Context: an optimization exercise on an open-source flow, tuned for small area. The choices shown serve that exercise and are no tape-out recipe. In this exercise RTL edits were held to simulation tests only and were not proved equivalent to the original. No driver is modelled on the clock port, so clocking that relies on it looks cheaper here than on a real chip. Power is estimated from default activity; no workload was simulated.

==> inputs of willow <==
Design genius_top, start of the top module:
module genius_top
	(
		input CLOCK_50,
		input RESET_N,
		input [3:0] KEY,
		output [7:0] LEDG,
		output [3:0] COLOR,
		output [6:0] HEX0,
		output [6:0] HEX1,
		output [6:0] HEX2,
		output [6:0] HEX3,
		output [6:0] HEX4,
		output [6:0] HEX5,
		output [6:0] HEX6,
		output [6:0] HEX7
	);
clock: 10.0 ns
lec_check: 0
cap_margin: 20
core_margin: 2
core_utilization: 40
slew_margin: 20
standard.sh (not shown) runs the stock make flow with config.mk's settings and CLKGATE_MAP_FILE= SYNTH_SCRIPT=/design/flow/synth_recipe.tcl, a recipe that flattens the netlist after the stock synthesis.
==> flow/flow/run.sh <==
#!/bin/bash
# Own layout flow: the standard flow's synthesis (synth_recipe.tcl) with adders left to ABC
# (no full/half-adder cells) and an area-oriented ABC script, then the standard flow's
# standard layout (standard.sh) with 1x port buffers and a clock tree of
# smaller buffers without dummy loads (leaf buffers with many flip-flops
# upsized after CTS, flow/post_cts.tcl).
# Logs: synth_make.log and standard.log here, each step's log in orfs/logs.
set -euo pipefail
W=$PWD
export MY_ABC_SCRIPT=$W/flow/abc_area.script
export FLOW_SYNTH_TCL=$W/synth_recipe.tcl
export BUFFER_PORTS_ARGS="-buffer_cell sky130_fd_sc_hd__buf_1"
export POST_CTS_TCL=$W/flow/post_cts.tcl
export CTS_ARGS="-sink_clustering_enable -repair_clock_nets -dont_use_dummy_load -buf_list sky130_fd_sc_hd__clkbuf_4 -root_buf sky130_fd_sc_hd__clkbuf_8"
make -C "$FLOW_HOME" DESIGN_CONFIG=$W/config.mk WORK_HOME=$W/orfs CLKGATE_MAP_FILE= ADDER_MAP_FILE= SYNTH_SCRIPT=$W/flow/synth.tcl synth > synth_make.log 2>&1
bash standard.sh > standard.log 2>&1
==> flow/flow/abc_area.script <==
strash
&get -n
&fraig -x
&put
scorr
dc2
balance
rewrite
refactor
balance
rewrite
rewrite -z
balance
refactor -z
rewrite -z
balance
strash
&get -n
&dch -f
&nf -R 1000 -p
&put
==> flow/flow/post_cts.tcl <==
set block [ord::get_db_block]
set changed 0
foreach inst [$block getInsts] {
  if {[[$inst getMaster] getName] ne "sky130_fd_sc_hd__clkbuf_4"} { continue }
  set onet "NULL"
  foreach it [$inst getITerms] {
    if {[$it isOutputSignal]} { set onet [$it getNet] }
  }
  if {$onet eq "NULL" || $onet eq ""} { continue }
  set sinks 0
  foreach it [$onet getITerms] {
    if {[$it isInputSignal]} { incr sinks }
  }
  if {$sinks >= 11} {
    replace_cell [get_cells [$inst getName]] sky130_fd_sc_hd__clkbuf_8
    incr changed
  }
}
puts "post_cts: upsized $changed clock buffers"
if {$changed > 0} {
  detailed_placement
  check_placement -verbose
  estimate_parasitics -placement
}
==> flow/flow/synth.tcl <==
proc abc {args} {
  set i [lsearch -exact $args -script]
  if { $i >= 0 } { lset args [expr {$i + 1}] $::env(MY_ABC_SCRIPT) }
  set j [lsearch -exact $args -D]
  if { $j >= 0 } { set args [lreplace $args $j [expr {$j + 1}]] }
  yosys abc {*}$args
}
source $::env(FLOW_SYNTH_TCL)
==> inputs of harbor, as changes to willow <==
--- a/flow/design.v
+++ b/flow/design.v
@@ -27,15 +27,15 @@
   output reg [3:0] color,
   output reg geraSeq,
   output reg startTimer,
   output reg velA,
   output reg velB
 );
-  localparam OFF=4'd0, MENU=4'd4, DIF1=4'd2, DIF2=4'd3, DIF3=4'd1, VEL1=4'd5,
-             VEL2=4'd6, MODE1=4'd7, MODE2=4'd8, GEN=4'd9, EXIBE=4'd11,
-             ERROU=4'd10, ACERTOU=4'd12, GERA=4'd13, RESP=4'd14, GANHOU=4'd15;
+  localparam OFF=4'd0, MENU=4'd1, DIF1=4'd2, DIF2=4'd3, DIF3=4'd4, VEL1=4'd5,
+             VEL2=4'd6, MODE1=4'd7, MODE2=4'd8, GEN=4'd9, EXIBE=4'd10,
+             ERROU=4'd11, ACERTOU=4'd12, GERA=4'd13, RESP=4'd14, GANHOU=4'd15;
   reg [3:0] state, next_state;
   reg [5:0] qtd_cores;    
   reg [6:0] indSeq;       
   reg stateTimer, stateColor;
   reg btn0on, btn1on, btn2on, btn3on;
   reg modo1, modo2;
--- a/flow/flow/run.sh
+++ b/flow/flow/run.sh
@@ -1,12 +1,11 @@
 #!/bin/bash
 # Own layout flow: the standard flow's synthesis (synth_recipe.tcl) with adders left to ABC
 # (no full/half-adder cells) and an area-oriented ABC script, then the standard flow's
 # standard layout (standard.sh) with 1x port buffers and a clock tree of
-# smaller buffers without dummy loads (leaf buffers with many flip-flops
-# upsized after CTS, flow/post_cts.tcl).
+# smaller buffers without dummy loads.
 # Logs: synth_make.log and standard.log here, each step's log in orfs/logs.
 set -euo pipefail
 W=$PWD
 export MY_ABC_SCRIPT=$W/flow/abc_area.script
 export FLOW_SYNTH_TCL=$W/synth_recipe.tcl
 export BUFFER_PORTS_ARGS="-buffer_cell sky130_fd_sc_hd__buf_1"
==> inputs of zinc, as changes to willow <==
--- a/flow/design.v
+++ b/flow/design.v
@@ -1,19 +1,51 @@
-module LevelToPulse(
-	input Clock,
-	input Reset,
-	input Level,
-	output Pulse
-);
-	reg [1:0] state;
-	assign Pulse = state[0];
-	always @(posedge Clock or negedge Reset) begin
-		if (!Reset) state <= 2'b00;
-		else state <= {state[0] & ~(state[1] & Level), ~Level | (state[0] & ~state[1])};
+module	LevelToPulse(
+			 Clock,
+			 Reset,
+			 Level,
+			 Pulse 
+	);
+	input					Clock;	 
+	input					Reset;	 
+	input					Level;
+	output	 reg			Pulse;
+	parameter INICIAL = 2'd00, INTERMEDIARIO = 2'd01, FINAL = 2'd11;
+	reg [1:0] state , proxState;
+	always @(posedge Clock or negedge  Reset) begin
+		if(!Reset) begin
+			state <= INICIAL;
+		end
+		else state <= proxState;
 	end
-endmodule
+	always @(*) begin
+		case(state)
+		INICIAL:begin
+			Pulse <= 0;
+			if(Level == 0)begin
+				proxState <= INTERMEDIARIO ;
+			end
+			else proxState <= INICIAL;
+		end
+		INTERMEDIARIO:begin
+				Pulse <= 1;
+				proxState <= FINAL;
+		end
+		FINAL:begin
+			Pulse <= 1;
+			if(Level == 1)begin
+				proxState <= INICIAL ;
+			end
+			else proxState <= FINAL ;
+		end
+		default:begin
+			Pulse <= 0;
+			proxState <= INICIAL;
+		end
+		endcase
+	end
+endmodule  
 module fsm_genius(
   input reset,
   input clock,
   input btn0,
   input btn1,
   input btn2,
@@ -27,15 +59,15 @@
   output reg [3:0] color,
   output reg geraSeq,
   output reg startTimer,
   output reg velA,
   output reg velB
 );
-  localparam OFF=4'd0, MENU=4'd4, DIF1=4'd2, DIF2=4'd3, DIF3=4'd1, VEL1=4'd5,
-             VEL2=4'd6, MODE1=4'd7, MODE2=4'd8, GEN=4'd9, EXIBE=4'd11,
-             ERROU=4'd10, ACERTOU=4'd12, GERA=4'd13, RESP=4'd14, GANHOU=4'd15;
+  localparam OFF=4'd0, MENU=4'd1, DIF1=4'd2, DIF2=4'd3, DIF3=4'd4, VEL1=4'd5,
+             VEL2=4'd6, MODE1=4'd7, MODE2=4'd8, GEN=4'd9, EXIBE=4'd10,
+             ERROU=4'd11, ACERTOU=4'd12, GERA=4'd13, RESP=4'd14, GANHOU=4'd15;
   reg [3:0] state, next_state;
   reg [5:0] qtd_cores;    
   reg [6:0] indSeq;       
   reg stateTimer, stateColor;
   reg btn0on, btn1on, btn2on, btn3on;
   reg modo1, modo2;
@@ -227,35 +259,39 @@
   end
 endmodule
 module RandColor(
   input  clk,
   input  reset,
   input  enable,
-  output reg [1:0] code,
+  output [1:0] code,
   output reg colorPronto
 );
 reg [4:0] d;
-reg v;
+reg [2:0] signal;
+assign code = {signal[2] | (signal[1] & signal[0]), signal[1]};
 wire [4:0] dn;
 assign dn[4] = d[4]^d[1];
 assign dn[3] = d[3]^d[0];
 assign dn[2] = d[2]^dn[4];
 assign dn[1] = d[1]^dn[3];
 assign dn[0] = d[0]^dn[2];
-wire [2:0] signal = {3{v}} & {code == 2'd2, code[0], code[1] ~^ code[0]};
 always @(posedge clk) begin
   if (~reset) begin
     d <= 5'd0;
-    v <= 1'b0;
+    signal <= 3'b000;
     colorPronto <= 0;
   end else if (~enable) begin
     d <= d + {2'b00, signal} + 5'd12;
     colorPronto <= 0;
   end else begin
-    code <= {dn[3], dn[1]};
-    v <= 1'b1;
+    case ({dn[3], dn[1]})
+      2'b00: signal <= 3'b001;
+      2'b01: signal <= 3'b010;
+      2'b10: signal <= 3'b100;
+      2'b11: signal <= 3'b011;
+    endcase
     colorPronto <= 1;
     d <= dn;
   end
 end
 endmodule
 module counter1second (
==> flow/run.sh (new file) <==
#!/bin/bash
# synth_recipe.tcl (not shown) runs the flow's synth.tcl, then flattens the netlist and writes it again
# the make line also repeats each setting of config.mk as NAME=value (left out here)
make -C /OpenROAD-flow-scripts/flow DESIGN_CONFIG=/design/flow/config.mk WORK_HOME=/design/flow/orfs CLKGATE_MAP_FILE= SYNTH_SCRIPT=/design/flow/synth_recipe.tcl finish
==> flow/config.mk (replaced) <==
export PLATFORM = sky130hd
export DESIGN_NAME = genius_top
export DESIGN_NICKNAME = genius_top
export VERILOG_FILES = /design/flow/design.v
export SDC_FILE = /design/flow/constraint.sdc
export NUM_CORES = 4
export LEC_CHECK = 0
export ABC_AREA = 1
export CAP_MARGIN = 20
export CORE_MARGIN = 2
export CORE_UTILIZATION = 40
export SLEW_MARGIN = 20
removed: flow/flow/run.sh
removed: flow/flow/abc_area.script
removed: flow/flow/post_cts.tcl
removed: flow/flow/synth.tcl
removed: flow/standard.sh
==> notes.md <==
CTS
Clock-pin slew was measured on the worst setup and hold paths at 0.06 ns.

Run status
The run finished with no timing, DRC or antenna violations.

STA
The final worst-path cycle share is 44.5%. The achievable frequency is 225 MHz. Between clock sinks in the finished design, the worst skew comes to 0.00987 ns.

Critical path
The slowest stage of the critical path belongs to the cell clkdlybuf4s50_1.

Synth
The number of warnings issued by yosys is 6.

Power and ir drop
The areal power density over the cells is 162 mW/mm². The total combinational power is 289 µW.

Layout
Of the cells placed in the final design, the portion with a size suffix greater than 1 is 6.66%.

Floorplan
The floorplan die height is 151 µm. Across the placement rows, the number of tap cells is 275.
The numbers above come from zinc.

==> notes.md <==
Run status
The flow ran to the end and the layout has no timing, DRC or antenna violations.

Power and ir drop
Combinational cells consume a total of 77.1 µW. For this design the ratio of total power to cell area is 124 mW/mm².

Critical path
The slowest stage cell on the critical path is dfxtp_1. The worst path buffer plus inverter count is 1. The most numerous cell on the critical path is nor2b_1.

STA
The achievable frequency is 239 MHz. The final worst-path cycle share is 41.9%.

CTS
TritonCTS built the clock tree. After clock tree synthesis, the clock-pin slew on the worst setup and hold paths is 0.11 ns.

Floorplan
The number of tap cells inserted is 234.

Synth
Of the synthesized area, sequential elements account for 48.8%.

Layout
The finished cells cover 0.00821 mm². The number of clock buffers in the layout is 17. The layout cell share with drive strength beyond 1 is 3.94%.
The numbers above come from willow.

==> notes.md <==
Synth
The number of warnings issued by yosys is 5.

STA
The worst path uses 41.0% of the clock period. The total count of hold-check failures in the final report was 0. Across the routed clock network, the largest skew measured is 0.0318 ns.

Floorplan
For this floorplan the total number of well-tap instances is 234.

Layout
The layout cell share with drive strength beyond 1 is 3.77%. The number of antenna diodes in the final layout is 0.

Power and ir drop
For this design the ratio of total power to cell area is 121 mW/mm². For the combinational group, total power comes out at 72.6 µW.

CTS
The post-CTS clock slew at the launch and capture registers of the worst setup and hold paths is 0.08 ns.

Run status
The run finished with no timing, DRC or antenna violations.
The numbers above come from harbor.

[re-timing with driven ports]
Ports are ideal in the flow. The routed layouts listed here were re-timed in OpenROAD. Step 1 sets driving cells, clkbuf_16 on the clock port and buf_2 on the other inputs (assumed; they add their load-dependent delay and slew). Step 2 also shifts input and output timing later by t, the mid clock arrival at the registers, as if the neighbouring blocks saw the same clock. Slacks: ideal / step 1 / step 2; pairs: ideal / step 1.
run | shift t [ns] | setup WS [ns] | latest minus earliest clock arrival (ns) | worst slew at a driven data input, ns
willow | 0.468 | 5.810 / 5.771 / 6.003 | 0.040 / 0.040 | 0.03
harbor | 0.452 | 5.903 / 5.863 / 6.017 | 0.031 / 0.031 | 0.03
zinc | 0.475 | 5.552 / 5.504 / 5.264 | 0.011 / 0.012 | 0.04
After both steps every run listed still meets setup and hold. For zinc, which loses most, drivers alone change the setup slack by -0.048 ns; drivers and shift together by -0.288 ns.
